This design comes from an exercise in tuning for small area, a short achievable clock period and few clock cycles per item on the open sky130 flow, not from production work. Function was checked by simulation only, so behaviour that the tests miss may differ from the original.

File: design/flow/constraint.sdc
create_clock -name core_clock -period 8.0 [get_ports {clk}]
set_input_delay 1.6000 -clock core_clock [delete_from_list [all_inputs] [get_ports {clk}]]
set_output_delay 1.6000 -clock core_clock [all_outputs]
set_load 0.01 [all_outputs]
File: design/flow/run.sh
#!/bin/bash
# synth_recipe.tcl (not shown) runs the flow's synth.tcl, then flattens the netlist and writes it again
# the make line also repeats each setting of config.mk as NAME=value (left out here)
make -C /OpenROAD-flow-scripts/flow DESIGN_CONFIG=/design/flow/config.mk WORK_HOME=/design/flow/orfs CLKGATE_MAP_FILE= SYNTH_SCRIPT=/design/flow/synth_recipe.tcl finish
File: design/flow/design.v
module net_4_8_12_16_16_1_10(clk, reset, input_valid, input_ready, input_data, output_valid, output_ready, output_data);
    input                    clk, reset, input_valid, output_ready;
    input  signed [15:0]     input_data;
    output                   output_valid, input_ready;
    output signed [15:0]     output_data;
    logic [3:0]  ph;           
    logic [2:0]  fvs;          
    logic [2:0]  wcnt;         
    logic        in_v;         
    logic signed [15:0] in_r;
    logic        v0, v1;       
    logic [14:0] o0, o1;       
    wire         en = ~v1;
    wire         wr = in_v && (wcnt < 3'd4) && (!fvs[0] || ph >= {1'b0, wcnt} + 4'd8);
    wire         launch = en && (ph == 4'd15);
    assign input_ready = ~in_v;
    always_ff @(posedge clk) begin
        if (reset) begin
            ph <= 4'd6;
            fvs <= 3'd0;
            wcnt <= 3'd0;
            in_v <= 1'b0;
        end else begin
            if (en) ph <= ph + 4'd1;
            if (launch) fvs <= {fvs[1:0], wcnt == 3'd4};
            if (launch && wcnt == 3'd4) wcnt <= 3'd0;
            else if (wr) wcnt <= wcnt + 3'd1;
            if (in_v) in_v <= ~wr;
            else in_v <= input_valid;
        end
    end
    always_ff @(posedge clk)
        if (!in_v) in_r <= input_data;
    logic signed [15:0] x1_0;
    logic [5:0] c1_0;
    logic signed [15:0] f1_0, g1_0;
    logic signed [15:0] x1_1;
    logic [5:0] c1_1;
    logic signed [15:0] f1_1, g1_1;
    logic signed [15:0] x1_2;
    logic [5:0] c1_2;
    logic signed [15:0] f1_2, g1_2;
    logic signed [15:0] x1_3;
    logic [5:0] c1_3;
    logic signed [15:0] f1_3, g1_3;
    logic [14:0] x2_0;
    logic [5:0] c2_0;
    logic signed [15:0] f2_0, g2_0;
    logic [14:0] x2_1;
    logic [5:0] c2_1;
    logic signed [15:0] f2_1, g2_1;
    logic [14:0] x2_2;
    logic [5:0] c2_2;
    logic signed [15:0] f2_2, g2_2;
    logic [14:0] x2_3;
    logic [5:0] c2_3;
    logic signed [15:0] f2_3, g2_3;
    logic [14:0] x2_4;
    logic [5:0] c2_4;
    logic signed [15:0] f2_4, g2_4;
    logic [14:0] x2_5;
    logic [5:0] c2_5;
    logic signed [15:0] f2_5, g2_5;
    logic [14:0] x2_6;
    logic [5:0] c2_6;
    logic signed [15:0] f2_6, g2_6;
    logic [14:0] x2_7;
    logic [5:0] c2_7;
    logic signed [15:0] f2_7, g2_7;
    logic [14:0] x3_0;
    logic [5:0] c3_0;
    logic signed [15:0] f3_0, g3_0;
    logic [14:0] x3_1;
    logic [5:0] c3_1;
    logic signed [15:0] f3_1, g3_1;
    logic [14:0] x3_2;
    logic [5:0] c3_2;
    logic signed [15:0] f3_2, g3_2;
    logic [14:0] x3_3;
    logic [5:0] c3_3;
    logic signed [15:0] f3_3, g3_3;
    logic [14:0] x3_4;
    logic [5:0] c3_4;
    logic signed [15:0] f3_4, g3_4;
    logic [14:0] x3_5;
    logic [5:0] c3_5;
    logic signed [15:0] f3_5, g3_5;
    logic [14:0] x3_6;
    logic [5:0] c3_6;
    logic signed [15:0] f3_6, g3_6;
    logic [14:0] x3_7;
    logic [5:0] c3_7;
    logic signed [15:0] f3_7, g3_7;
    logic [14:0] x3_8;
    logic [5:0] c3_8;
    logic signed [15:0] f3_8, g3_8;
    logic [14:0] x3_9;
    logic [5:0] c3_9;
    logic signed [15:0] f3_9, g3_9;
    logic [14:0] x3_10;
    logic [5:0] c3_10;
    logic signed [15:0] f3_10, g3_10;
    logic [14:0] x3_11;
    logic [5:0] c3_11;
    logic signed [15:0] f3_11, g3_11;
    always_comb begin
        case (ph)
            4'd0: c1_0 = 6'b010101;
            4'd1: c1_0 = 6'b000001;
            4'd2: c1_0 = 6'b000000;
            4'd3: c1_0 = 6'b101110;
            4'd4: c1_0 = 6'b000101;
            4'd5: c1_0 = 6'b000101;
            4'd6: c1_0 = 6'b010101;
            4'd7: c1_0 = 6'b000110;
            4'd8: c1_0 = 6'b000000;
            4'd9: c1_0 = 6'b000000;
            4'd10: c1_0 = 6'b000000;
            4'd11: c1_0 = 6'b000000;
            4'd12: c1_0 = 6'b000000;
            4'd13: c1_0 = 6'b000000;
            4'd14: c1_0 = 6'b000000;
            4'd15: c1_0 = 6'b000000;
            default: c1_0 = 6'b000000;
        endcase
    end
    always_comb begin
        case (ph)
            4'd0: c1_1 = 6'b000000;
            4'd1: c1_1 = 6'b000001;
            4'd2: c1_1 = 6'b010101;
            4'd3: c1_1 = 6'b101001;
            4'd4: c1_1 = 6'b010110;
            4'd5: c1_1 = 6'b000001;
            4'd6: c1_1 = 6'b000110;
            4'd7: c1_1 = 6'b101000;
            4'd8: c1_1 = 6'b101000;
            4'd9: c1_1 = 6'b000000;
            4'd10: c1_1 = 6'b000000;
            4'd11: c1_1 = 6'b000000;
            4'd12: c1_1 = 6'b000000;
            4'd13: c1_1 = 6'b000000;
            4'd14: c1_1 = 6'b000000;
            4'd15: c1_1 = 6'b000000;
            default: c1_1 = 6'b000000;
        endcase
    end
    always_comb begin
        case (ph)
            4'd0: c1_2 = 6'b000000;
            4'd1: c1_2 = 6'b000000;
            4'd2: c1_2 = 6'b101000;
            4'd3: c1_2 = 6'b001110;
            4'd4: c1_2 = 6'b001110;
            4'd5: c1_2 = 6'b101110;
            4'd6: c1_2 = 6'b110001;
            4'd7: c1_2 = 6'b000000;
            4'd8: c1_2 = 6'b001110;
            4'd9: c1_2 = 6'b010101;
            4'd10: c1_2 = 6'b000000;
            4'd11: c1_2 = 6'b000000;
            4'd12: c1_2 = 6'b000000;
            4'd13: c1_2 = 6'b000000;
            4'd14: c1_2 = 6'b000000;
            4'd15: c1_2 = 6'b000000;
            default: c1_2 = 6'b000000;
        endcase
    end
    always_comb begin
        case (ph)
            4'd0: c1_3 = 6'b000000;
            4'd1: c1_3 = 6'b000000;
            4'd2: c1_3 = 6'b000000;
            4'd3: c1_3 = 6'b101101;
            4'd4: c1_3 = 6'b000101;
            4'd5: c1_3 = 6'b001110;
            4'd6: c1_3 = 6'b000110;
            4'd7: c1_3 = 6'b001001;
            4'd8: c1_3 = 6'b101000;
            4'd9: c1_3 = 6'b001101;
            4'd10: c1_3 = 6'b101001;
            4'd11: c1_3 = 6'b000000;
            4'd12: c1_3 = 6'b000000;
            4'd13: c1_3 = 6'b000000;
            4'd14: c1_3 = 6'b000000;
            4'd15: c1_3 = 6'b000000;
            default: c1_3 = 6'b000000;
        endcase
    end
    always_comb begin
        case (ph)
            4'd0: c2_0 = 6'b001001;
            4'd1: c2_0 = 6'b110110;
            4'd2: c2_0 = 6'b000000;
            4'd3: c2_0 = 6'b000000;
            4'd4: c2_0 = 6'b000000;
            4'd5: c2_0 = 6'b000000;
            4'd6: c2_0 = 6'b001001;
            4'd7: c2_0 = 6'b000000;
            4'd8: c2_0 = 6'b110000;
            4'd9: c2_0 = 6'b100001;
            4'd10: c2_0 = 6'b101101;
            4'd11: c2_0 = 6'b101110;
            4'd12: c2_0 = 6'b101000;
            4'd13: c2_0 = 6'b001110;
            4'd14: c2_0 = 6'b010101;
            4'd15: c2_0 = 6'b101000;
            default: c2_0 = 6'b000000;
        endcase
    end
    always_comb begin
        case (ph)
            4'd0: c2_1 = 6'b101101;
            4'd1: c2_1 = 6'b010101;
            4'd2: c2_1 = 6'b000001;
            4'd3: c2_1 = 6'b000000;
            4'd4: c2_1 = 6'b000000;
            4'd5: c2_1 = 6'b000000;
            4'd6: c2_1 = 6'b000000;
            4'd7: c2_1 = 6'b101001;
            4'd8: c2_1 = 6'b000001;
            4'd9: c2_1 = 6'b110110;
            4'd10: c2_1 = 6'b101110;
            4'd11: c2_1 = 6'b001000;
            4'd12: c2_1 = 6'b000001;
            4'd13: c2_1 = 6'b100001;
            4'd14: c2_1 = 6'b101110;
            4'd15: c2_1 = 6'b001110;
            default: c2_1 = 6'b000000;
        endcase
    end
    always_comb begin
        case (ph)
            4'd0: c2_2 = 6'b101110;
            4'd1: c2_2 = 6'b001110;
            4'd2: c2_2 = 6'b000000;
            4'd3: c2_2 = 6'b101001;
            4'd4: c2_2 = 6'b000000;
            4'd5: c2_2 = 6'b000000;
            4'd6: c2_2 = 6'b000000;
            4'd7: c2_2 = 6'b000000;
            4'd8: c2_2 = 6'b000000;
            4'd9: c2_2 = 6'b101101;
            4'd10: c2_2 = 6'b001101;
            4'd11: c2_2 = 6'b110110;
            4'd12: c2_2 = 6'b010110;
            4'd13: c2_2 = 6'b110101;
            4'd14: c2_2 = 6'b000001;
            4'd15: c2_2 = 6'b110000;
            default: c2_2 = 6'b000000;
        endcase
    end
    always_comb begin
        case (ph)
            4'd0: c2_3 = 6'b101000;
            4'd1: c2_3 = 6'b010110;
            4'd2: c2_3 = 6'b101101;
            4'd3: c2_3 = 6'b100001;
            4'd4: c2_3 = 6'b001101;
            4'd5: c2_3 = 6'b000000;
            4'd6: c2_3 = 6'b000000;
            4'd7: c2_3 = 6'b000000;
            4'd8: c2_3 = 6'b000000;
            4'd9: c2_3 = 6'b100001;
            4'd10: c2_3 = 6'b001110;
            4'd11: c2_3 = 6'b100001;
            4'd12: c2_3 = 6'b010110;
            4'd13: c2_3 = 6'b000000;
            4'd14: c2_3 = 6'b001001;
            4'd15: c2_3 = 6'b001000;
            default: c2_3 = 6'b000000;
        endcase
    end
    always_comb begin
        case (ph)
            4'd0: c2_4 = 6'b001110;
            4'd1: c2_4 = 6'b000000;
            4'd2: c2_4 = 6'b100001;
            4'd3: c2_4 = 6'b100001;
            4'd4: c2_4 = 6'b101000;
            4'd5: c2_4 = 6'b001001;
            4'd6: c2_4 = 6'b000000;
            4'd7: c2_4 = 6'b000000;
            4'd8: c2_4 = 6'b000000;
            4'd9: c2_4 = 6'b000000;
            4'd10: c2_4 = 6'b101001;
            4'd11: c2_4 = 6'b100001;
            4'd12: c2_4 = 6'b000000;
            4'd13: c2_4 = 6'b001110;
            4'd14: c2_4 = 6'b010110;
            4'd15: c2_4 = 6'b110101;
            default: c2_4 = 6'b000000;
        endcase
    end
    always_comb begin
        case (ph)
            4'd0: c2_5 = 6'b110110;
            4'd1: c2_5 = 6'b101000;
            4'd2: c2_5 = 6'b101001;
            4'd3: c2_5 = 6'b001110;
            4'd4: c2_5 = 6'b101110;
            4'd5: c2_5 = 6'b001000;
            4'd6: c2_5 = 6'b010101;
            4'd7: c2_5 = 6'b000000;
            4'd8: c2_5 = 6'b000000;
            4'd9: c2_5 = 6'b000000;
            4'd10: c2_5 = 6'b000000;
            4'd11: c2_5 = 6'b110110;
            4'd12: c2_5 = 6'b100001;
            4'd13: c2_5 = 6'b101001;
            4'd14: c2_5 = 6'b110110;
            4'd15: c2_5 = 6'b001001;
            default: c2_5 = 6'b000000;
        endcase
    end
    always_comb begin
        case (ph)
            4'd0: c2_6 = 6'b101000;
            4'd1: c2_6 = 6'b001101;
            4'd2: c2_6 = 6'b101000;
            4'd3: c2_6 = 6'b001000;
            4'd4: c2_6 = 6'b101000;
            4'd5: c2_6 = 6'b101110;
            4'd6: c2_6 = 6'b000001;
            4'd7: c2_6 = 6'b000001;
            4'd8: c2_6 = 6'b000000;
            4'd9: c2_6 = 6'b000000;
            4'd10: c2_6 = 6'b000000;
            4'd11: c2_6 = 6'b000000;
            4'd12: c2_6 = 6'b010110;
            4'd13: c2_6 = 6'b110101;
            4'd14: c2_6 = 6'b001101;
            4'd15: c2_6 = 6'b101001;
            default: c2_6 = 6'b000000;
        endcase
    end
    always_comb begin
        case (ph)
            4'd0: c2_7 = 6'b100001;
            4'd1: c2_7 = 6'b101110;
            4'd2: c2_7 = 6'b110101;
            4'd3: c2_7 = 6'b110110;
            4'd4: c2_7 = 6'b010110;
            4'd5: c2_7 = 6'b001001;
            4'd6: c2_7 = 6'b001101;
            4'd7: c2_7 = 6'b010110;
            4'd8: c2_7 = 6'b001000;
            4'd9: c2_7 = 6'b000000;
            4'd10: c2_7 = 6'b000000;
            4'd11: c2_7 = 6'b000000;
            4'd12: c2_7 = 6'b000000;
            4'd13: c2_7 = 6'b001101;
            4'd14: c2_7 = 6'b010110;
            4'd15: c2_7 = 6'b100001;
            default: c2_7 = 6'b000000;
        endcase
    end
    always_comb begin
        case (ph)
            4'd0: c3_0 = 6'b000001;
            4'd1: c3_0 = 6'b010101;
            4'd2: c3_0 = 6'b101110;
            4'd3: c3_0 = 6'b000001;
            4'd4: c3_0 = 6'b110101;
            4'd5: c3_0 = 6'b101101;
            4'd6: c3_0 = 6'b000000;
            4'd7: c3_0 = 6'b110101;
            4'd8: c3_0 = 6'b100001;
            4'd9: c3_0 = 6'b110101;
            4'd10: c3_0 = 6'b000000;
            4'd11: c3_0 = 6'b000000;
            4'd12: c3_0 = 6'b110000;
            4'd13: c3_0 = 6'b000000;
            4'd14: c3_0 = 6'b101110;
            4'd15: c3_0 = 6'b001110;
            default: c3_0 = 6'b000000;
        endcase
    end
    always_comb begin
        case (ph)
            4'd0: c3_1 = 6'b000001;
            4'd1: c3_1 = 6'b010101;
            4'd2: c3_1 = 6'b000001;
            4'd3: c3_1 = 6'b010110;
            4'd4: c3_1 = 6'b101110;
            4'd5: c3_1 = 6'b010110;
            4'd6: c3_1 = 6'b101101;
            4'd7: c3_1 = 6'b110101;
            4'd8: c3_1 = 6'b001110;
            4'd9: c3_1 = 6'b001001;
            4'd10: c3_1 = 6'b001001;
            4'd11: c3_1 = 6'b000001;
            4'd12: c3_1 = 6'b010101;
            4'd13: c3_1 = 6'b001001;
            4'd14: c3_1 = 6'b110000;
            4'd15: c3_1 = 6'b110000;
            default: c3_1 = 6'b000000;
        endcase
    end
    always_comb begin
        case (ph)
            4'd0: c3_2 = 6'b001110;
            4'd1: c3_2 = 6'b001000;
            4'd2: c3_2 = 6'b001110;
            4'd3: c3_2 = 6'b100001;
            4'd4: c3_2 = 6'b000001;
            4'd5: c3_2 = 6'b000001;
            4'd6: c3_2 = 6'b001000;
            4'd7: c3_2 = 6'b001110;
            4'd8: c3_2 = 6'b100001;
            4'd9: c3_2 = 6'b001000;
            4'd10: c3_2 = 6'b010110;
            4'd11: c3_2 = 6'b001000;
            4'd12: c3_2 = 6'b000000;
            4'd13: c3_2 = 6'b001110;
            4'd14: c3_2 = 6'b100001;
            4'd15: c3_2 = 6'b101000;
            default: c3_2 = 6'b000000;
        endcase
    end
    always_comb begin
        case (ph)
            4'd0: c3_3 = 6'b000000;
            4'd1: c3_3 = 6'b010110;
            4'd2: c3_3 = 6'b000001;
            4'd3: c3_3 = 6'b110101;
            4'd4: c3_3 = 6'b001000;
            4'd5: c3_3 = 6'b101001;
            4'd6: c3_3 = 6'b010110;
            4'd7: c3_3 = 6'b001000;
            4'd8: c3_3 = 6'b100001;
            4'd9: c3_3 = 6'b010110;
            4'd10: c3_3 = 6'b100001;
            4'd11: c3_3 = 6'b110000;
            4'd12: c3_3 = 6'b110101;
            4'd13: c3_3 = 6'b010110;
            4'd14: c3_3 = 6'b010110;
            4'd15: c3_3 = 6'b100001;
            default: c3_3 = 6'b000000;
        endcase
    end
    always_comb begin
        case (ph)
            4'd0: c3_4 = 6'b101101;
            4'd1: c3_4 = 6'b110110;
            4'd2: c3_4 = 6'b101000;
            4'd3: c3_4 = 6'b010110;
            4'd4: c3_4 = 6'b001110;
            4'd5: c3_4 = 6'b000001;
            4'd6: c3_4 = 6'b001001;
            4'd7: c3_4 = 6'b010101;
            4'd8: c3_4 = 6'b001101;
            4'd9: c3_4 = 6'b010101;
            4'd10: c3_4 = 6'b110110;
            4'd11: c3_4 = 6'b010110;
            4'd12: c3_4 = 6'b000001;
            4'd13: c3_4 = 6'b100001;
            4'd14: c3_4 = 6'b010110;
            4'd15: c3_4 = 6'b010101;
            default: c3_4 = 6'b000000;
        endcase
    end
    always_comb begin
        case (ph)
            4'd0: c3_5 = 6'b001110;
            4'd1: c3_5 = 6'b101110;
            4'd2: c3_5 = 6'b001110;
            4'd3: c3_5 = 6'b001000;
            4'd4: c3_5 = 6'b000000;
            4'd5: c3_5 = 6'b010101;
            4'd6: c3_5 = 6'b010101;
            4'd7: c3_5 = 6'b110110;
            4'd8: c3_5 = 6'b001000;
            4'd9: c3_5 = 6'b100001;
            4'd10: c3_5 = 6'b110110;
            4'd11: c3_5 = 6'b110101;
            4'd12: c3_5 = 6'b110101;
            4'd13: c3_5 = 6'b101101;
            4'd14: c3_5 = 6'b001000;
            4'd15: c3_5 = 6'b101001;
            default: c3_5 = 6'b000000;
        endcase
    end
    always_comb begin
        case (ph)
            4'd0: c3_6 = 6'b101000;
            4'd1: c3_6 = 6'b100001;
            4'd2: c3_6 = 6'b001000;
            4'd3: c3_6 = 6'b110101;
            4'd4: c3_6 = 6'b001001;
            4'd5: c3_6 = 6'b100001;
            4'd6: c3_6 = 6'b010110;
            4'd7: c3_6 = 6'b101001;
            4'd8: c3_6 = 6'b110000;
            4'd9: c3_6 = 6'b001110;
            4'd10: c3_6 = 6'b001110;
            4'd11: c3_6 = 6'b110110;
            4'd12: c3_6 = 6'b001001;
            4'd13: c3_6 = 6'b001110;
            4'd14: c3_6 = 6'b000001;
            4'd15: c3_6 = 6'b001101;
            default: c3_6 = 6'b000000;
        endcase
    end
    always_comb begin
        case (ph)
            4'd0: c3_7 = 6'b000000;
            4'd1: c3_7 = 6'b101110;
            4'd2: c3_7 = 6'b110101;
            4'd3: c3_7 = 6'b001001;
            4'd4: c3_7 = 6'b001110;
            4'd5: c3_7 = 6'b101101;
            4'd6: c3_7 = 6'b101110;
            4'd7: c3_7 = 6'b010110;
            4'd8: c3_7 = 6'b001001;
            4'd9: c3_7 = 6'b100001;
            4'd10: c3_7 = 6'b010110;
            4'd11: c3_7 = 6'b110101;
            4'd12: c3_7 = 6'b000001;
            4'd13: c3_7 = 6'b101001;
            4'd14: c3_7 = 6'b101001;
            4'd15: c3_7 = 6'b110101;
            default: c3_7 = 6'b000000;
        endcase
    end
    always_comb begin
        case (ph)
            4'd0: c3_8 = 6'b101110;
            4'd1: c3_8 = 6'b100001;
            4'd2: c3_8 = 6'b110000;
            4'd3: c3_8 = 6'b000000;
            4'd4: c3_8 = 6'b010101;
            4'd5: c3_8 = 6'b001110;
            4'd6: c3_8 = 6'b001110;
            4'd7: c3_8 = 6'b000000;
            4'd8: c3_8 = 6'b101000;
            4'd9: c3_8 = 6'b001101;
            4'd10: c3_8 = 6'b110101;
            4'd11: c3_8 = 6'b101110;
            4'd12: c3_8 = 6'b101110;
            4'd13: c3_8 = 6'b000001;
            4'd14: c3_8 = 6'b010101;
            4'd15: c3_8 = 6'b101110;
            default: c3_8 = 6'b000000;
        endcase
    end
    always_comb begin
        case (ph)
            4'd0: c3_9 = 6'b101101;
            4'd1: c3_9 = 6'b110000;
            4'd2: c3_9 = 6'b100001;
            4'd3: c3_9 = 6'b110110;
            4'd4: c3_9 = 6'b101000;
            4'd5: c3_9 = 6'b101101;
            4'd6: c3_9 = 6'b001101;
            4'd7: c3_9 = 6'b101000;
            4'd8: c3_9 = 6'b001101;
            4'd9: c3_9 = 6'b000001;
            4'd10: c3_9 = 6'b001001;
            4'd11: c3_9 = 6'b001110;
            4'd12: c3_9 = 6'b110101;
            4'd13: c3_9 = 6'b101001;
            4'd14: c3_9 = 6'b001000;
            4'd15: c3_9 = 6'b000001;
            default: c3_9 = 6'b000000;
        endcase
    end
    always_comb begin
        case (ph)
            4'd0: c3_10 = 6'b110000;
            4'd1: c3_10 = 6'b001110;
            4'd2: c3_10 = 6'b110000;
            4'd3: c3_10 = 6'b010101;
            4'd4: c3_10 = 6'b101110;
            4'd5: c3_10 = 6'b110110;
            4'd6: c3_10 = 6'b001000;
            4'd7: c3_10 = 6'b000001;
            4'd8: c3_10 = 6'b001000;
            4'd9: c3_10 = 6'b010110;
            4'd10: c3_10 = 6'b101001;
            4'd11: c3_10 = 6'b001101;
            4'd12: c3_10 = 6'b000000;
            4'd13: c3_10 = 6'b001110;
            4'd14: c3_10 = 6'b101101;
            4'd15: c3_10 = 6'b100001;
            default: c3_10 = 6'b000000;
        endcase
    end
    always_comb begin
        case (ph)
            4'd0: c3_11 = 6'b000000;
            4'd1: c3_11 = 6'b001110;
            4'd2: c3_11 = 6'b101101;
            4'd3: c3_11 = 6'b000001;
            4'd4: c3_11 = 6'b101101;
            4'd5: c3_11 = 6'b000001;
            4'd6: c3_11 = 6'b010101;
            4'd7: c3_11 = 6'b010110;
            4'd8: c3_11 = 6'b000001;
            4'd9: c3_11 = 6'b010101;
            4'd10: c3_11 = 6'b001101;
            4'd11: c3_11 = 6'b001000;
            4'd12: c3_11 = 6'b010110;
            4'd13: c3_11 = 6'b001101;
            4'd14: c3_11 = 6'b010101;
            4'd15: c3_11 = 6'b101001;
            default: c3_11 = 6'b000000;
        endcase
    end
    always_ff @(posedge clk) if (wr && wcnt == 3'd0) x1_0 <= in_r;
    always_ff @(posedge clk) if (wr && wcnt == 3'd1) x1_1 <= in_r;
    always_ff @(posedge clk) if (wr && wcnt == 3'd2) x1_2 <= in_r;
    always_ff @(posedge clk) if (wr && wcnt == 3'd3) x1_3 <= in_r;
    always_ff @(posedge clk) if (en && ph == 4'd5) x2_0 <= f1_3[15] ? 15'd0 : f1_3[14:0];
    always_ff @(posedge clk) if (en && ph == 4'd6) x2_1 <= f1_3[15] ? 15'd0 : f1_3[14:0];
    always_ff @(posedge clk) if (en && ph == 4'd7) x2_2 <= f1_3[15] ? 15'd0 : f1_3[14:0];
    always_ff @(posedge clk) if (en && ph == 4'd8) x2_3 <= f1_3[15] ? 15'd0 : f1_3[14:0];
    always_ff @(posedge clk) if (en && ph == 4'd9) x2_4 <= f1_3[15] ? 15'd0 : f1_3[14:0];
    always_ff @(posedge clk) if (en && ph == 4'd10) x2_5 <= f1_3[15] ? 15'd0 : f1_3[14:0];
    always_ff @(posedge clk) if (en && ph == 4'd11) x2_6 <= f1_3[15] ? 15'd0 : f1_3[14:0];
    always_ff @(posedge clk) if (en && ph == 4'd12) x2_7 <= f1_3[15] ? 15'd0 : f1_3[14:0];
    always_ff @(posedge clk) if (en && ph == 4'd15) x3_0 <= f2_7[15] ? 15'd0 : f2_7[14:0];
    always_ff @(posedge clk) if (en && ph == 4'd0) x3_1 <= f2_7[15] ? 15'd0 : f2_7[14:0];
    always_ff @(posedge clk) if (en && ph == 4'd1) x3_2 <= f2_7[15] ? 15'd0 : f2_7[14:0];
    always_ff @(posedge clk) if (en && ph == 4'd2) x3_3 <= f2_7[15] ? 15'd0 : f2_7[14:0];
    always_ff @(posedge clk) if (en && ph == 4'd3) x3_4 <= f2_7[15] ? 15'd0 : f2_7[14:0];
    always_ff @(posedge clk) if (en && ph == 4'd4) x3_5 <= f2_7[15] ? 15'd0 : f2_7[14:0];
    always_ff @(posedge clk) if (en && ph == 4'd5) x3_6 <= f2_7[15] ? 15'd0 : f2_7[14:0];
    always_ff @(posedge clk) if (en && ph == 4'd6) x3_7 <= f2_7[15] ? 15'd0 : f2_7[14:0];
    always_ff @(posedge clk) if (en && ph == 4'd7) x3_8 <= f2_7[15] ? 15'd0 : f2_7[14:0];
    always_ff @(posedge clk) if (en && ph == 4'd8) x3_9 <= f2_7[15] ? 15'd0 : f2_7[14:0];
    always_ff @(posedge clk) if (en && ph == 4'd9) x3_10 <= f2_7[15] ? 15'd0 : f2_7[14:0];
    always_ff @(posedge clk) if (en && ph == 4'd10) x3_11 <= f2_7[15] ? 15'd0 : f2_7[14:0];
    wire signed [15:0] pn1_0;
    logic signed [15:0] pr1_0;
    mul_s u1_0(.x(x1_0), .c(c1_0), .p(pn1_0));
    always_ff @(posedge clk) if (en) pr1_0 <= pn1_0;
    acc a1_0(.f(16'sd0), .a(pr1_0), .ci(1'b0), .g(g1_0));
    always_ff @(posedge clk) if (en) f1_0 <= g1_0;
    wire signed [15:0] pn1_1;
    logic signed [15:0] pr1_1;
    mul_s u1_1(.x(x1_1), .c(c1_1), .p(pn1_1));
    always_ff @(posedge clk) if (en) pr1_1 <= pn1_1;
    acc a1_1(.f(f1_0), .a(pr1_1), .ci(1'b0), .g(g1_1));
    always_ff @(posedge clk) if (en) f1_1 <= g1_1;
    wire signed [15:0] pn1_2;
    logic signed [15:0] pr1_2;
    mul_s u1_2(.x(x1_2), .c(c1_2), .p(pn1_2));
    always_ff @(posedge clk) if (en) pr1_2 <= pn1_2;
    acc a1_2(.f(f1_1), .a(pr1_2), .ci(1'b0), .g(g1_2));
    always_ff @(posedge clk) if (en) f1_2 <= g1_2;
    wire signed [15:0] pn1_3;
    logic signed [15:0] pr1_3;
    mul_s u1_3(.x(x1_3), .c(c1_3), .p(pn1_3));
    always_ff @(posedge clk) if (en) pr1_3 <= pn1_3;
    acc a1_3(.f(f1_2), .a(pr1_3), .ci(1'b0), .g(g1_3));
    always_ff @(posedge clk) if (en) f1_3 <= g1_3;
    wire [16:0] pn2_0;
    logic [16:0] pr2_0;
    mul_u u2_0(.x(x2_0), .c(c2_0), .p(pn2_0));
    always_ff @(posedge clk) if (en) pr2_0 <= pn2_0;
    acc a2_0(.f(16'sd0), .a(pr2_0[15:0]), .ci(pr2_0[16]), .g(g2_0));
    always_ff @(posedge clk) if (en) f2_0 <= g2_0;
    wire [16:0] pn2_1;
    logic [16:0] pr2_1;
    mul_u u2_1(.x(x2_1), .c(c2_1), .p(pn2_1));
    always_ff @(posedge clk) if (en) pr2_1 <= pn2_1;
    acc a2_1(.f(f2_0), .a(pr2_1[15:0]), .ci(pr2_1[16]), .g(g2_1));
    always_ff @(posedge clk) if (en) f2_1 <= g2_1;
    wire [16:0] pn2_2;
    logic [16:0] pr2_2;
    mul_u u2_2(.x(x2_2), .c(c2_2), .p(pn2_2));
    always_ff @(posedge clk) if (en) pr2_2 <= pn2_2;
    acc a2_2(.f(f2_1), .a(pr2_2[15:0]), .ci(pr2_2[16]), .g(g2_2));
    always_ff @(posedge clk) if (en) f2_2 <= g2_2;
    wire [16:0] pn2_3;
    logic [16:0] pr2_3;
    mul_u u2_3(.x(x2_3), .c(c2_3), .p(pn2_3));
    always_ff @(posedge clk) if (en) pr2_3 <= pn2_3;
    acc a2_3(.f(f2_2), .a(pr2_3[15:0]), .ci(pr2_3[16]), .g(g2_3));
    always_ff @(posedge clk) if (en) f2_3 <= g2_3;
    wire [16:0] pn2_4;
    logic [16:0] pr2_4;
    mul_u u2_4(.x(x2_4), .c(c2_4), .p(pn2_4));
    always_ff @(posedge clk) if (en) pr2_4 <= pn2_4;
    acc a2_4(.f(f2_3), .a(pr2_4[15:0]), .ci(pr2_4[16]), .g(g2_4));
    always_ff @(posedge clk) if (en) f2_4 <= g2_4;
    wire [16:0] pn2_5;
    logic [16:0] pr2_5;
    mul_u u2_5(.x(x2_5), .c(c2_5), .p(pn2_5));
    always_ff @(posedge clk) if (en) pr2_5 <= pn2_5;
    acc a2_5(.f(f2_4), .a(pr2_5[15:0]), .ci(pr2_5[16]), .g(g2_5));
    always_ff @(posedge clk) if (en) f2_5 <= g2_5;
    wire [16:0] pn2_6;
    logic [16:0] pr2_6;
    mul_u u2_6(.x(x2_6), .c(c2_6), .p(pn2_6));
    always_ff @(posedge clk) if (en) pr2_6 <= pn2_6;
    acc a2_6(.f(f2_5), .a(pr2_6[15:0]), .ci(pr2_6[16]), .g(g2_6));
    always_ff @(posedge clk) if (en) f2_6 <= g2_6;
    wire [16:0] pn2_7;
    logic [16:0] pr2_7;
    mul_u u2_7(.x(x2_7), .c(c2_7), .p(pn2_7));
    always_ff @(posedge clk) if (en) pr2_7 <= pn2_7;
    acc a2_7(.f(f2_6), .a(pr2_7[15:0]), .ci(pr2_7[16]), .g(g2_7));
    always_ff @(posedge clk) if (en) f2_7 <= g2_7;
    wire [16:0] pn3_0;
    logic [16:0] pr3_0;
    mul_u u3_0(.x(x3_0), .c(c3_0), .p(pn3_0));
    always_ff @(posedge clk) if (en) pr3_0 <= pn3_0;
    acc a3_0(.f(16'sd0), .a(pr3_0[15:0]), .ci(pr3_0[16]), .g(g3_0));
    always_ff @(posedge clk) if (en) f3_0 <= g3_0;
    wire [16:0] pn3_1;
    logic [16:0] pr3_1;
    mul_u u3_1(.x(x3_1), .c(c3_1), .p(pn3_1));
    always_ff @(posedge clk) if (en) pr3_1 <= pn3_1;
    acc a3_1(.f(f3_0), .a(pr3_1[15:0]), .ci(pr3_1[16]), .g(g3_1));
    always_ff @(posedge clk) if (en) f3_1 <= g3_1;
    wire [16:0] pn3_2;
    logic [16:0] pr3_2;
    mul_u u3_2(.x(x3_2), .c(c3_2), .p(pn3_2));
    always_ff @(posedge clk) if (en) pr3_2 <= pn3_2;
    acc a3_2(.f(f3_1), .a(pr3_2[15:0]), .ci(pr3_2[16]), .g(g3_2));
    always_ff @(posedge clk) if (en) f3_2 <= g3_2;
    wire [16:0] pn3_3;
    logic [16:0] pr3_3;
    mul_u u3_3(.x(x3_3), .c(c3_3), .p(pn3_3));
    always_ff @(posedge clk) if (en) pr3_3 <= pn3_3;
    acc a3_3(.f(f3_2), .a(pr3_3[15:0]), .ci(pr3_3[16]), .g(g3_3));
    always_ff @(posedge clk) if (en) f3_3 <= g3_3;
    wire [16:0] pn3_4;
    logic [16:0] pr3_4;
    mul_u u3_4(.x(x3_4), .c(c3_4), .p(pn3_4));
    always_ff @(posedge clk) if (en) pr3_4 <= pn3_4;
    acc a3_4(.f(f3_3), .a(pr3_4[15:0]), .ci(pr3_4[16]), .g(g3_4));
    always_ff @(posedge clk) if (en) f3_4 <= g3_4;
    wire [16:0] pn3_5;
    logic [16:0] pr3_5;
    mul_u u3_5(.x(x3_5), .c(c3_5), .p(pn3_5));
    always_ff @(posedge clk) if (en) pr3_5 <= pn3_5;
    acc a3_5(.f(f3_4), .a(pr3_5[15:0]), .ci(pr3_5[16]), .g(g3_5));
    always_ff @(posedge clk) if (en) f3_5 <= g3_5;
    wire [16:0] pn3_6;
    logic [16:0] pr3_6;
    mul_u u3_6(.x(x3_6), .c(c3_6), .p(pn3_6));
    always_ff @(posedge clk) if (en) pr3_6 <= pn3_6;
    acc a3_6(.f(f3_5), .a(pr3_6[15:0]), .ci(pr3_6[16]), .g(g3_6));
    always_ff @(posedge clk) if (en) f3_6 <= g3_6;
    wire [16:0] pn3_7;
    logic [16:0] pr3_7;
    mul_u u3_7(.x(x3_7), .c(c3_7), .p(pn3_7));
    always_ff @(posedge clk) if (en) pr3_7 <= pn3_7;
    acc a3_7(.f(f3_6), .a(pr3_7[15:0]), .ci(pr3_7[16]), .g(g3_7));
    always_ff @(posedge clk) if (en) f3_7 <= g3_7;
    wire [16:0] pn3_8;
    logic [16:0] pr3_8;
    mul_u u3_8(.x(x3_8), .c(c3_8), .p(pn3_8));
    always_ff @(posedge clk) if (en) pr3_8 <= pn3_8;
    acc a3_8(.f(f3_7), .a(pr3_8[15:0]), .ci(pr3_8[16]), .g(g3_8));
    always_ff @(posedge clk) if (en) f3_8 <= g3_8;
    wire [16:0] pn3_9;
    logic [16:0] pr3_9;
    mul_u u3_9(.x(x3_9), .c(c3_9), .p(pn3_9));
    always_ff @(posedge clk) if (en) pr3_9 <= pn3_9;
    acc a3_9(.f(f3_8), .a(pr3_9[15:0]), .ci(pr3_9[16]), .g(g3_9));
    always_ff @(posedge clk) if (en) f3_9 <= g3_9;
    wire [16:0] pn3_10;
    logic [16:0] pr3_10;
    mul_u u3_10(.x(x3_10), .c(c3_10), .p(pn3_10));
    always_ff @(posedge clk) if (en) pr3_10 <= pn3_10;
    acc a3_10(.f(f3_9), .a(pr3_10[15:0]), .ci(pr3_10[16]), .g(g3_10));
    always_ff @(posedge clk) if (en) f3_10 <= g3_10;
    wire [16:0] pn3_11;
    logic [16:0] pr3_11;
    mul_u u3_11(.x(x3_11), .c(c3_11), .p(pn3_11));
    always_ff @(posedge clk) if (en) pr3_11 <= pn3_11;
    acc a3_11(.f(f3_10), .a(pr3_11[15:0]), .ci(pr3_11[16]), .g(g3_11));
    wire [14:0] yr = g3_11[15] ? 15'd0 : g3_11[14:0];
    wire push = en && (ph >= 4'd12 ? fvs[1] : fvs[2]);
    wire pop = v0 && output_ready;
    always_ff @(posedge clk) begin
        if (reset) begin
            v0 <= 1'b0;
            v1 <= 1'b0;
        end else begin
            if (!v0) v0 <= push;
            else if (!v1) begin
                if (pop && !push) v0 <= 1'b0;
                if (!pop && push) v1 <= 1'b1;
            end else if (pop) v1 <= 1'b0;
        end
    end
    always_ff @(posedge clk) begin
        if (!v0 || (!v1 && pop)) begin
            if (push) o0 <= yr;
        end else if (v1 && pop) o0 <= o1;
        if (v0 && !v1 && !pop && push) o1 <= yr;
    end
    assign output_valid = v0;
    assign output_data = {1'b0, o0};
endmodule
module mul_u(x, c, p);
    input         [14:0] x;
    input         [5:0]  c;
    output        [16:0] p;
    wire         s = c[5];
    wire  [17:0] t1 = c[4] ? {x, 3'b000} : c[3] ? {1'b0, x, 2'b00} : 18'd0;
    wire  [17:0] t0 = c[1] ? {2'b00, x, 1'b0} : c[0] ? {3'b000, x} : 18'd0;
    wire  [17:0] m = t1 + (t0 ^ {18{c[2]}}) + {17'd0, c[2]};    
    wire         ovf = |m[17:15];
    assign p = ovf ? {1'b0, s, {15{~s}}} : {s, s, m[14:0] ^ {15{s}}};
endmodule
module mul_s(x, c, p);
    input  signed [15:0] x;
    input         [5:0]  c;
    output signed [15:0] p;
    wire  [17:0] xe = {{2{x[15]}}, x};
    wire  [17:0] s1 = c[4] ? {xe[16:0], 1'b0} : c[3] ? xe : 18'd0;
    wire  [17:0] s0 = c[1] ? {xe[16:0], 1'b0} : c[0] ? xe : 18'd0;
    wire  [19:0] pr = {s1 ^ {18{c[5]}}, 2'b00} + {{2{s0[17] ^ c[2]}}, s0 ^ {18{c[2]}}} + {17'd0, c[5], 1'b0, c[2]};
    assign p = (pr[19:15] == 5'b00000 || pr[19:15] == 5'b11111) ? pr[15:0] : {pr[19], {15{~pr[19]}}};
endmodule
module acc(f, a, ci, g);
    input  signed [15:0] f;
    input  signed [15:0] a;
    input                ci;
    output signed [15:0] g;
    wire  [16:0] sum = {f[15], f} + {a[15], a} + {16'd0, ci};
    assign g = (sum[16] != sum[15]) ? {sum[16], {15{~sum[16]}}} : sum[15:0];
endmodule
File: design/flow/config.mk
export PLATFORM = sky130hd
export DESIGN_NAME = net_4_8_12_16_16_1_10
export DESIGN_NICKNAME = net_4_8_12_16_16_1_10
export VERILOG_FILES = /design/flow/design.v
export SDC_FILE = /design/flow/constraint.sdc
export NUM_CORES = 4
export LEC_CHECK = 0
export CAP_MARGIN = 20
export CORE_MARGIN = 2
export CORE_UTILIZATION = 40
export SETUP_SLACK_MARGIN = 5
export SLEW_MARGIN = 20
==> qor.tcl <==
set qor(worst_r2r_path_depth) 16
set qor(num-fill-cells) 20237
set qor(setup_viol) 0
set qor(place_inst) 12512
set qor(number_of_antenna_violations_at_the_first_check_in_global_routing) 17
set qor(skew_ns) 0.0381
set qor(detailedRoute.firstPassIterationCount) 6
set qor(status) {no timing/DRC/antenna violations}
set qor(die_height_um) 491
set qor(final_nets) 11445
set qor(regArea_um2) 38800
set qor(post_synth_xor_area_fraction_pct) 11.9
set qor(mostFrequentLayoutCells) {edfxtp_1, xnor2_1, buf_4, nand2_1, ha_1}
set qor(synth.cell_area_um2) 94900
set qor(avgSynthCellArea_um2) 9.85
set qor(worst_hold_path_type) {reg -> reg}
set qor(main_combinational_cell_family_by_area_after_synthesis) {compound AO/OA/AOI/OAI gates}
set qor(clock_tree.buffer_depth) 3
set qor(grt_overflow) 0
set qor(max_freq_mhz) 239
set qor(cp_max_fanout) 6
set qor(cts_made_buffers) 157
set qor(critPathRequiredTime_ns) 8.55
set qor(count_of_warnings_emitted_by_yosys) 1
set qor(floorplan.initialDensity_pct) 40.3
set qor(ys_seq_elements) 1333
set qor(floorplan.die.width_um) 491
set qor(grt_max_degree) 86
set qor(std_cell_rows) 178
set qor(period_minus_slack_ns) 4.19
set qor(finish.instance_area_um2) 124000
set qor(timing_worst_slew_pin_value_ns) 1.29
set qor(portBuffers) 36
set qor(grt_pass1_wl_um) 424000
set qor(cell_count_final_fillers_out) 13843
set qor(total_clock_sinks) 1333
set qor(worstSkewPairLatency_ns) 0.83
set qor(worst_hold_path.num_cells) 0
set qor(muxShareOfSynthArea_pct) 0.631
set qor(timing.max_slew.rel_slack_pct) 14.1
set qor(htreeDepth) 4
set qor(synth_adder_area_share_pct) 11.8
set qor(reg2reg_slack_ns) 3.81
set qor(layout_worst_path_cycle_share_pct) 52.4
set qor(cts_tree) {done}
set qor(area.growth.synth_to_final_pct) 30.5
set qor(dr_total_vias) 77901
set qor(wire_per_inst_um) 20.2
set qor(global_route.usage.total_pct) 21.9
set qor(route.detailed.vias_per_inst) 5.63
set qor(root_buffer) {clkbuf_16}
set qor(post_synth_and_or_nand_nor_area_fraction_pct) 12.7
set qor(clk_transition_reported_paths_ns) 0.06
set qor(routed_wl_um) 280000
set qor(core_area_um2) 236000
set qor(drive_above_1_share_pct) 29.4
set qor(yosysUniqueCellTypes) 95
set qor(unrepaired_setup_endpoints_after_global_routing) {yes}
set qor(timing.final.max_slew_violations) 0
set qor(synth.yosys.seq_area_share_pct) 40.6
set qor(synth-compound-area-share_pct) 19.4
set qor(replace_congestion) 0.910
set qor(post-dp-hpwl_um) 182000
set qor(crit_start_category) {flip-flop}
set qor(multiInputGateArea_um2) 64000
set qor(postSynthCellCount) 9635
set qor(synth_edf_count) 1182
set qor(drt-initial-drc-count) 5660
set qor(crit_path_end_kind) {flip-flop}
set qor(setup.worst_path.class) {reg -> reg}
set qor(top_level_ports) 38
set qor(first_global_vias) 75735
set qor(fp.dieArea_um2) 241000
set qor(synthFlopType) {edfxtp_1}
set qor(drtAntennaViolNets) 0
set qor(layout_commonest_cell) {edfxtp_1}
set qor(final_hold_viol_count) 0
set qor(instance_area_after_placement_um2) 98500
set qor(max-cap-violations) 0
set qor(post-route-drc-count) 0
set qor(post_synthesis_net_count) 10519
set qor(ys_async_sr_fraction_pct) 0
set qor(worst-endpoint-arrival_ns) 4.74
==> through the flow <==
stage,utilization (%),setup TNS (ns),hold WS (ns),setup WS (ns)
after CTS,50.3,0,0.411,3.92
after global placement,41.8,0,0.402,2.34
final,52.6,0,0.413,3.81
after detailed placement,41.8,0,0.405,2.33
after global routing,52.6,0,0.417,3.66
after floorplan,-,-5447.24,0.400,-5.11
==> synthesized netlist by cell type (131+ instances only) <==
library cell | count | share of area, %
a21oi_1 | 644 | 3.4
ha_1 | 825 | 11
clkbuf_1 | 318 | 1.3
xnor2_1 | 942 | 8.7
xor2_1 | 350 | 3.2
a22o_1 | 223 | 2.1
a21o_1 | 244 | 1.9
o21ai_0 | 604 | 3.2
nor3_1 | 174 | 0.92
nor2b_1 | 173 | 1.1
nand2b_1 | 131 | 0.86
edfxtp_1 | 1182 | 37
nor2_1 | 732 | 2.9
nand3_1 | 162 | 0.85
a22oi_1 | 255 | 2.0
inv_1 | 330 | 1.3
o21a_1 | 174 | 1.4
nand2_1 | 778 | 3.1
dfxtp_1 | 151 | 3.2
==> critical path: stages, from the launching register on <==
cell and delay [ns]:
dfxtp_2 0.34, nor2b_4 0.27, buf_6 0.14, a21boi_2 0.05
xnor2_1 0.13, ha_1 0.32, ha_4 0.24, a2111o_1 0.38
or3_1 0.31, a31o_1 0.21, a311o_1 0.31, a41oi_2 0.25
nor2b_4 0.20, xnor2_2 0.11, o41ai_4 0.35, buf_4 0.20
o21ai_0 0.10
==> worst paths after layout <==
kind | startpoint | to
max | u1_2.c[3]$_DFF_P_ | pr1_2[0]$_DFFE_PN_
min | pr1_0[7]$_DFFE_PN_ | f1_0[7]$_DFFE_PN_
max reg2reg | u1_2.c[3]$_DFF_P_ | pr1_2[0]$_DFFE_PN_
min reg2reg | pr1_0[7]$_DFFE_PN_ | f1_0[7]$_DFFE_PN_
==> metal layers <==
layer / track usage, % / up-vias / wire (um)
li1: - / 37292 / -
met1: 28.7 / 38002 / 121000
met2: 37.1 / 2094 / 134000
met3: 2.67 / 511 / 13900
met4: 7.50 / 2 / 10400
met5: 0 / - / 13
==> kinds of logic after synthesis <==
group                      after synthesis
xor gates and xnor gates              1293
DFF                                   1333
buffers and inverters                  731
other                                    1
muxes                                   57
and+or+nand+nor                       2554
AOI/OAI and AO/OA                     2791
adders and majority gates              875
==> cell type report <==
| class | count | area share, % |
|---|---|---|
| multi-input cells | 7609 | 51.7 |
| inverters | 335 | 1.04 |
| well taps | 3150 | 3.18 |
| diodes | 2 | 0.00404 |
| repair buffers | 1122 | 8.41 |
| clock inverters | 100 | 0.969 |
| flip-flops and latches | 1333 | 31.4 |
| clock buffers | 189 | 3.33 |
| repair inverters | 3 | 0.0141 |
==> what timing repair did <==
action                                  4_1_cts  5_1_grt
endpoints found under the setup margin     1883     1336
gates resized for setup                    2127      760
setup buffers                               741      222
cloned                                       66       11
hold buffers                                  0        0
pin swaps                                   799      578
Testbench counts, summed over its fixed seeds: cycles 15,664, items 960.

-- re-timing with driven ports --
No port has a modelled driver above. Below, the same layout with a new extraction and two added sets of constraints.
Step 1 assumes that a clkbuf_16 drives the clock port and a buf_2 every other input.
Step 2 moves the port delays by t, midway between the first and last clock arrival at a register: inputs arrive t later, outputs are due t later. That takes back most of the time a late clock gives input paths.
Slacks: ideal / step 1 / step 2; pairs: ideal / step 1.
shift t [ns]: 0.907
setup WS [ns]: 3.812 / 3.811 / 3.811
worst setup path after step 2: register to register
latest minus earliest clock arrival (ns): 0.038 / 0.039
After both steps setup and hold are still met in this run. For this run, drivers alone change the setup slack by -0.001 ns; drivers and shift together by -0.001 ns.
